From an optimization exercise on the open Yosys and OpenROAD flow, aimed at small area and a short achievable clock period; shortcuts taken in it are not production practice.
Only the layout flow was run in this run; the RTL was not checked for function there.

## config.mk

```make
export PLATFORM = sky130hd
export DESIGN_NAME = dit_fft_8
export DESIGN_NICKNAME = dit_fft_8
export VERILOG_FILES = /design/flow/design.v
export SDC_FILE = /design/flow/constraint.sdc
export NUM_CORES = 4
export LEC_CHECK = 0
export CAP_MARGIN = 20
export CORE_MARGIN = 2
export CORE_UTILIZATION = 40
export SETUP_SLACK_MARGIN = 5
export SLEW_MARGIN = 20
```

## constraint.sdc

```tcl
create_clock -name core_clock -period 12.0 [get_ports {clk}]
set_input_delay 2.4000 -clock core_clock [delete_from_list [all_inputs] [get_ports {clk}]]
set_output_delay 2.4000 -clock core_clock [all_outputs]
set_load 0.01 [all_outputs]
```

## design.v

```verilog
`timescale 1 ns/1 ns
module dit_fft_8(clk,reset,mode,x,y);
  input clk, reset, mode;
  input [255:0] x;
  output reg [255:0] y;
  genvar g;
  wire [15:0] Xr [0:7];
  wire [15:0] Xi [0:7];
  generate for (g = 0; g < 8; g = g + 1) begin : gin
    assign Xr[g] = mode ? x[(2*g+1)*16 +: 16] : x[(2*g)*16 +: 16];
    assign Xi[g] = mode ? x[(2*g)*16 +: 16]   : x[(2*g+1)*16 +: 16];
  end endgenerate
  wire [255:0] bnext;
  sum4 #(0) ub0r(Xr[0],  Xr[4],  Xr[2],  Xr[6],  bnext[0*16 +: 16]);
  sum4 #(0) ub0i(Xi[0],  Xi[4],  Xi[2],  Xi[6],  bnext[1*16 +: 16]);
  sum4 #(2) ub1r(Xr[0], ~Xr[4],  Xi[2], ~Xi[6],  bnext[2*16 +: 16]);
  sum4 #(2) ub1i(Xi[0], ~Xi[4], ~Xr[2],  Xr[6],  bnext[3*16 +: 16]);
  sum4 #(2) ub2r(Xr[0],  Xr[4], ~Xr[2], ~Xr[6],  bnext[4*16 +: 16]);
  sum4 #(2) ub2i(Xi[0],  Xi[4], ~Xi[2], ~Xi[6],  bnext[5*16 +: 16]);
  sum4 #(2) ub3r(Xr[0], ~Xr[4], ~Xi[2],  Xi[6],  bnext[6*16 +: 16]);
  sum4 #(2) ub3i(Xi[0], ~Xi[4],  Xr[2], ~Xr[6],  bnext[7*16 +: 16]);
  sum4 #(0) ub4r(Xr[1],  Xr[5],  Xr[3],  Xr[7],  bnext[8*16 +: 16]);
  sum4 #(0) ub4i(Xi[1],  Xi[5],  Xi[3],  Xi[7],  bnext[9*16 +: 16]);
  sum4 #(2) ub5r(Xr[1], ~Xr[5],  Xi[3], ~Xi[7],  bnext[10*16 +: 16]);
  sum4 #(2) ub5i(Xi[1], ~Xi[5], ~Xr[3],  Xr[7],  bnext[11*16 +: 16]);
  sum4 #(2) ub6r(Xr[1],  Xr[5], ~Xr[3], ~Xr[7],  bnext[12*16 +: 16]);
  sum4 #(2) ub6i(Xi[1],  Xi[5], ~Xi[3], ~Xi[7],  bnext[13*16 +: 16]);
  sum4 #(2) ub7r(Xr[1], ~Xr[5], ~Xi[3],  Xi[7],  bnext[14*16 +: 16]);
  sum4 #(2) ub7i(Xi[1], ~Xi[5],  Xr[3], ~Xr[7],  bnext[15*16 +: 16]);
  reg [255:0] b;
  always @(posedge clk or posedge reset)
    if (reset) b <= 256'h0;
    else       b <= bnext;
  wire [15:0] b0r = b[0*16 +: 16], b0i = b[1*16 +: 16];
  wire [15:0] b1r = b[2*16 +: 16], b1i = b[3*16 +: 16];
  wire [15:0] b2r = b[4*16 +: 16], b2i = b[5*16 +: 16];
  wire [15:0] b3r = b[6*16 +: 16], b3i = b[7*16 +: 16];
  wire [15:0] b4r = b[8*16 +: 16], b4i = b[9*16 +: 16];
  wire [15:0] b5r = b[10*16 +: 16], b5i = b[11*16 +: 16];
  wire [15:0] b6r = b[12*16 +: 16], b6i = b[13*16 +: 16];
  wire [15:0] b7r = b[14*16 +: 16], b7i = b[15*16 +: 16];
  wire [255:0] Y;
  add2 #(16) uy0r(b0r,  b4r, 1'b0, Y[0*16 +: 16]);
  add2 #(16) uy0i(b0i,  b4i, 1'b0, Y[1*16 +: 16]);
  add2 #(16) uy4r(b0r, ~b4r, 1'b1, Y[8*16 +: 16]);
  add2 #(16) uy4i(b0i, ~b4i, 1'b1, Y[9*16 +: 16]);
  add2 #(16) uy2r(b2r,  b6i, 1'b0, Y[4*16 +: 16]);
  add2 #(16) uy2i(b2i, ~b6r, 1'b1, Y[5*16 +: 16]);
  add2 #(16) uy6r(b2r, ~b6i, 1'b1, Y[12*16 +: 16]);
  add2 #(16) uy6i(b2i,  b6r, 1'b0, Y[13*16 +: 16]);
  wire [16:0] s1, s2, s3, s4;
  add2 #(17) us1({b5r[15], b5r}, { b5i[15],  b5i}, 1'b0, s1);
  add2 #(17) us2({b5i[15], b5i}, {~b5r[15], ~b5r}, 1'b1, s2);
  add2 #(17) us3({b7i[15], b7i}, {~b7r[15], ~b7r}, 1'b1, s3);
  add2 #(17) us4({b7r[15], b7r}, { b7i[15],  b7i}, 1'b0, s4);
  twid #(0) ut1r(b1r, s1, Y[2*16 +: 16],  Y[10*16 +: 16]);   
  twid #(0) ut1i(b1i, s2, Y[3*16 +: 16],  Y[11*16 +: 16]);   
  twid #(0) ut3r(b3r, s3, Y[6*16 +: 16],  Y[14*16 +: 16]);   
  twid #(1) ut3i(b3i, s4, Y[7*16 +: 16],  Y[15*16 +: 16]);   
  wire [255:0] ynext;
  generate for (g = 0; g < 8; g = g + 1) begin : gout
    assign ynext[(2*g)*16 +: 16]   = mode ? {{3{Y[(2*g+2)*16-1]}}, Y[(2*g+1)*16+3 +: 13]} : Y[(2*g)*16 +: 16];
    assign ynext[(2*g+1)*16 +: 16] = mode ? {{3{Y[(2*g+1)*16-1]}}, Y[(2*g)*16+3 +: 13]}   : Y[(2*g+1)*16 +: 16];
  end endgenerate
  always @(posedge clk or posedge reset)
    if (reset) y <= 256'h0;
    else       y <= ynext;
endmodule
module sum4 #(parameter K = 0) (p, q, r, t, s);
  input [15:0] p, q, r, t;
  output [15:0] s;
  wire [15:0] s1 = p ^ q ^ r;
  wire [15:0] c1 = (p & q) | (p & r) | (q & r);
  wire [15:0] c1s = {c1[14:0], K >= 1};
  wire [15:0] s2 = s1 ^ c1s ^ t;
  wire [15:0] c2 = (s1 & c1s) | (s1 & t) | (c1s & t);
  add2 #(16) ua(s2, {c2[14:0], K >= 2}, 1'b0, s);
endmodule
module twid #(parameter NEG = 0) (b, s, yp, ym);
  input [15:0] b;
  input [16:0] s;
  output [15:0] yp, ym;
  wire [23:0] e = {{7{s[16]}}, s};
  wire [23:0] o1 = e << 7, o2 = e << 5, o3 = e << 4, o4 = e << 2, o5 = e;
  wire [23:0] t1 = o1 ^ o2 ^ o3;
  wire [23:0] u1 = ((o1 & o2) | (o1 & o3) | (o2 & o3)) << 1;
  wire [23:0] t2 = t1 ^ u1 ^ o4;
  wire [23:0] u2 = ((t1 & u1) | (t1 & o4) | (u1 & o4)) << 1;
  wire [23:0] m1 = t2 ^ u2 ^ o5;
  wire [23:0] m2 = ((t2 & u2) | (t2 & o5) | (u2 & o5)) << 1;
  wire [23:0] ap = NEG ? {b, 8'h82} : {b, 8'h80};
  wire [23:0] am = NEG ? {b, 8'h7F} : {b, 8'h81};
  wire [23:0] n1 = NEG ? ~m1 : m1, n2 = NEG ? ~m2 : m2;    
  wire [23:0] v1 = NEG ? m1 : ~m1, v2 = NEG ? m2 : ~m2;    
  wire [23:0] sp1 = ap ^ n1 ^ n2;
  wire [23:0] cp1 = ((ap & n1) | (ap & n2) | (n1 & n2)) << 1;
  wire [23:0] sm1 = am ^ v1 ^ v2;
  wire [23:0] cm1 = ((am & v1) | (am & v2) | (v1 & v2)) << 1;
  wire [23:0] rp, rm;
  add2 #(24) uap(sp1, cp1, 1'b0, rp);
  add2 #(24) uam(sm1, cm1, 1'b0, rm);
  assign yp = rp[23:8];
  assign ym = rm[23:8];
endmodule
module add2 #(parameter W = 16) (a, b, ci, s);
  input [W-1:0] a, b;
  input ci;
  output [W-1:0] s;
  localparam L = $clog2(W);
  wire [W-1:0] p = a ^ b;
  wire [W-1:0] g0 = a & b;
  wire [W-1:0] G [0:L];
  wire [W-1:0] P [0:L];
  assign G[0] = {g0[W-1:1], g0[0] | (p[0] & ci)};
  assign P[0] = p;
  genvar l, i;
  generate for (l = 0; l < L; l = l + 1) begin : lv
    for (i = 0; i < W; i = i + 1) begin : bt
      if ((i >> l) & 1) begin : mg
        assign G[l+1][i] = G[l][i] | (P[l][i] & G[l][((i >> l) << l) - 1]);
        assign P[l+1][i] = P[l][i] & P[l][((i >> l) << l) - 1];
      end else begin : ps
        assign G[l+1][i] = G[l][i];
        assign P[l+1][i] = P[l][i];
      end
    end
  end endgenerate
  assign s = p ^ {G[L][W-2:0], ci};
endmodule
```

## run.sh

```bash
#!/bin/bash
# synth_recipe.tcl (not shown) runs the flow's synth.tcl, then flattens the netlist and writes it again
# the make line also repeats each setting of config.mk as NAME=value (left out here)
make -C /OpenROAD-flow-scripts/flow DESIGN_CONFIG=/design/flow/config.mk WORK_HOME=/design/flow/orfs CLKGATE_MAP_FILE= SYNTH_SCRIPT=/design/flow/synth_recipe.tcl finish
```

==> run notes <==
Setup violations remaining at the end of the flow were counted as 0. The first global-routing pass estimated 281000 µm of wire. The total count of max-transition violations in the final report was 0. Setup repair after global routing could not meet its margin everywhere.

Counting the buffers created by CTS gives 66. TritonCTS built the clock tree. For the hold violation total from the final report, the log shows 0. Across every metal layer, demand over resource in global routing totals 25.3%.

The placed cell count is 8286. The biggest area contributor in the post-synthesis netlist is sky130_fd_sc_hd__fa_1. The initial utilization of the core area, before any placement, comes to 40.2%. Share of the synthesized area in the top cell type: 27.7%. Before antenna repair, the detailed router went through 5 iterations. The most common flop cell mapped by yosys is sky130_fd_sc_hd__dfrtp_1.

The layout has 13770 filler cells. For the final database, setup skew stands at 0.0374 ns. The number of enable flip-flop cells after synthesis was 0; the number of I/O pins was 515. Clock latency on the worst-skew pair, taken at its later pin, is 0.69 ns.

After detailed routing, the total wire length is 193000 µm. The tools report the data required time of the worst path as 12.56 ns. Counting flops and latches in the post-synthesis netlist gives 512. Counting every net in the synthesized netlist gives 7562. The count of mapped cells out of synthesis is 5809. Prior to clock tree synthesis, the placed netlist has a worst setup slack of 3.63 ns.

STA classifies the critical path endpoint as a flip-flop. The number of global-route vias before repair came out at 43658. The tools report the highest clock rate as 139 MHz. The net count of the finished layout is 8211. At the pin with the least slew margin, the transition time is 1.12 ns. On the critical path, the stage with the largest delay is an instance of sky130_fd_sc_hd__fa_2. The mapped netlist covers 0.0601 mm².

Class of the most critical hold timing path: flip-flop to flip-flop. For the cell row count, the log shows 142. The initial detailed-routing violation count was 2931. Dominant cell by count in the synthesized netlist: sky130_fd_sc_hd__inv_1. The startpoint type of the worst setup path is a flip-flop. In this run, distinct cell masters in the synthesized netlist total 84. The logs give 24 for the initial antenna violation count and 0.150 mm² for the core outline area. After routing, the total negative slack on setup checks comes to 0 ns.

Across the run, the number of max-cap violations was 0. The total number of H-tree levels is 3. Final non-filler cell total: 8533. The average instance in the mapped netlist occupies 10.4 µm².

Dividing the detail-routed via count by the number of cells gives 4.95. Critical path class: flip-flop to flip-flop. The proportion of synthesized flip-flops having asynchronous set or reset works out to 100%. Critical path data arrival time: 7.78 ns. The tree is rooted in a sky130_fd_sc_hd__clkbuf_16. The placed cell area is 0.0680 mm². Counting instances in the post-synthesis netlist gives the leading cell types as sky130_fd_sc_hd__inv_1, sky130_fd_sc_hd__fa_1, sky130_fd_sc_hd__ha_1. The final HPWL from detailed placement came out at 165000 µm. On the worst path, the slowest cell contributes a delay of 0.67 ns.

Summing all non-filler instances in the final layout gives an area of 0.0730 mm². The number of sinks handled by clock tree synthesis is 512. Sorting the synthesized cells by area gives the leading types as sky130_fd_sc_hd__fa_1, sky130_fd_sc_hd__dfrtp_1, sky130_fd_sc_hd__ha_1. Entering global routing, the biggest net connects 171 pins. The die is 392 µm tall. The clock-pin transition on the worst setup and hold timing paths is 0.07 ns, and the count of unresolved DRC violations after routing is 0.

Across all hold checks on the routed design, the worst slack comes to 0.647 ns. The total overflow left after global routing is 0. The count of nets left with antenna violations once routing finished came out at 0. The cell occurring most often along the worst timing path was sky130_fd_sc_hd__fa_1.

Of all nets on the critical path, the largest fanout is 4. The area overhead of the layout relative to synthesis is 21.3%, and the number of I/O port buffers is 514. The cts-stage hold buffer count was 0; the final weighted congestion of routability-driven global placement was 0.934.

Final critical path time including I/O delays and setup: 7.22 ns. The die covers 0.153 mm². The run finished with no timing, DRC or antenna violations. Dividing the detail-routed wire length by the instance count gives 22.6 µm. The sequential share of the synthesized area was 21.3%; the detailed-route via count was 42279. Die outline width: 392 µm. The longest clock path from root to sink contains 3 buffers. The final critical-path setup slack came out at 4.78 ns. The worst path uses 60.2% of the clock period. Cells fill 48.8% of the core in the end. In the final layout, the share of cells above drive strength 1 is 11.3%. The Yosys step of the flow raised 4 warnings. The tools report the tightest slew margin relative to the limit as 24.7%.
-- layer usage --
layer	share of wire, %	global-route usage (%)
met3	6.9	5.36
met1	44	35.3
met5	0.057	0
met4	4.1	10.0
met2	44	38.4
-- cell families (layout without fill, tap and decap cells) --
family	after synthesis	in the layout	synth area share, %
xor+xnor	538	538	7.94
buf+inv	1258	1956	7.88
other cells	0	10	0
compound gates	844	844	9.09
simple gates	801	801	5.98
mux	354	354	6.19
fa+ha+maj	1502	1502	41.6
flops	512	512	21.3
-- state kept, by name (all words and copies together) (netlist names) --
signal / count
y: 256
b: 256
-- worst max-delay path: cells and delay by family, from the launching register on --
kind	cells	cell delay, ns
flops	1	0.38
buf+inv	7	0.65
simple gates	3	0.36
xor+xnor	1	0.17
compound gates	10	1.75
mux	1	0.26
fa+ha+maj	8	3.47
-- cells in the final DEF (no fill, tap or decap), types with 55 or more instances in the layout --
| master | count |
|---|---|
| sky130_fd_sc_hd__a21oi_1 | 189 |
| sky130_fd_sc_hd__inv_1 | 1134 |
| sky130_fd_sc_hd__mux2i_1 | 182 |
| sky130_fd_sc_hd__clkbuf_16 | 67 |
| sky130_fd_sc_hd__ha_1 | 635 |
| sky130_fd_sc_hd__a21o_1 | 110 |
| sky130_fd_sc_hd__o21a_1 | 55 |
| sky130_fd_sc_hd__nand2_1 | 239 |
| sky130_fd_sc_hd__buf_4 | 137 |
| sky130_fd_sc_hd__clkdlybuf4s50_1 | 513 |
| sky130_fd_sc_hd__dfrtp_1 | 512 |
| sky130_fd_sc_hd__nor3_1 | 57 |
| sky130_fd_sc_hd__o21ai_0 | 165 |
| sky130_fd_sc_hd__fa_1 | 806 |
| sky130_fd_sc_hd__mux2_2 | 142 |
| sky130_fd_sc_hd__o21bai_1 | 55 |
| sky130_fd_sc_hd__nor2_1 | 277 |
| sky130_fd_sc_hd__xnor2_1 | 292 |
| sky130_fd_sc_hd__xor2_1 | 180 |
-- final timing paths --
kind / end / slack, ns / depth (start not counted) / from
max: y[234] / 4.78 / 30 / b[240]
min: y[208] / 0.65 / 2 / b[192]
max reg2reg: y[234] / 4.78 / 30 / b[240]
min reg2reg: y[208] / 0.65 / 2 / b[192]
max in group asynchronous: y[192] / 7.48 / 5 / reset
min in group asynchronous: b[40] / 2.20 / 2 / reset
-- repair_timing --
action | in CTS | in global routing
gates resized for setup | 115 | 224
cloned | 1 | 1
setup buffers | 35 | 82
endpoints found under the setup margin | 171 | 121
pin swaps | 38 | 77
-- area by class of cell --
cell class,instances,area (µm²),share of cell area (%)
clock inverter,35,448,0.614
antenna,10,25.0,0.0343
tap,2016,2520,3.46
sequential,512,12800,17.6
inverter,1160,4390,6.02
multi-input combinational,4039,44400,60.8
clock buffer,82,1790,2.46
timing repair buffer,679,6610,9.06

-- what the ideal ports hide --
Ports are ideal in the flow. The routed layout listed here was re-timed in OpenROAD. Step 1 (the two cells are an assumption about what drives the block):
set clk [get_ports {clk}]
set_driving_cell -lib_cell sky130_fd_sc_hd__clkbuf_16 $clk
set_driving_cell -lib_cell sky130_fd_sc_hd__buf_2 [delete_from_list [all_inputs] $clk]
Step 2 also shifts input and output timing later by t, the mid clock arrival at the registers, as if the neighbouring blocks saw the same clock. a / b / c = ideal ports / drivers / drivers and shift; a / b = the first two.
t, ns: 0.743
setup slack, ns: 4.781 / 4.781 / 4.402
hold WS [ns]: 0.647 / 0.647 / 0.647
worst register clock-pin slew, ns: 0.07 / 0.07
After both steps setup and hold are still met in this run. The setup slack of this run moves by 0.000 ns with the drivers and by -0.379 ns with both steps.
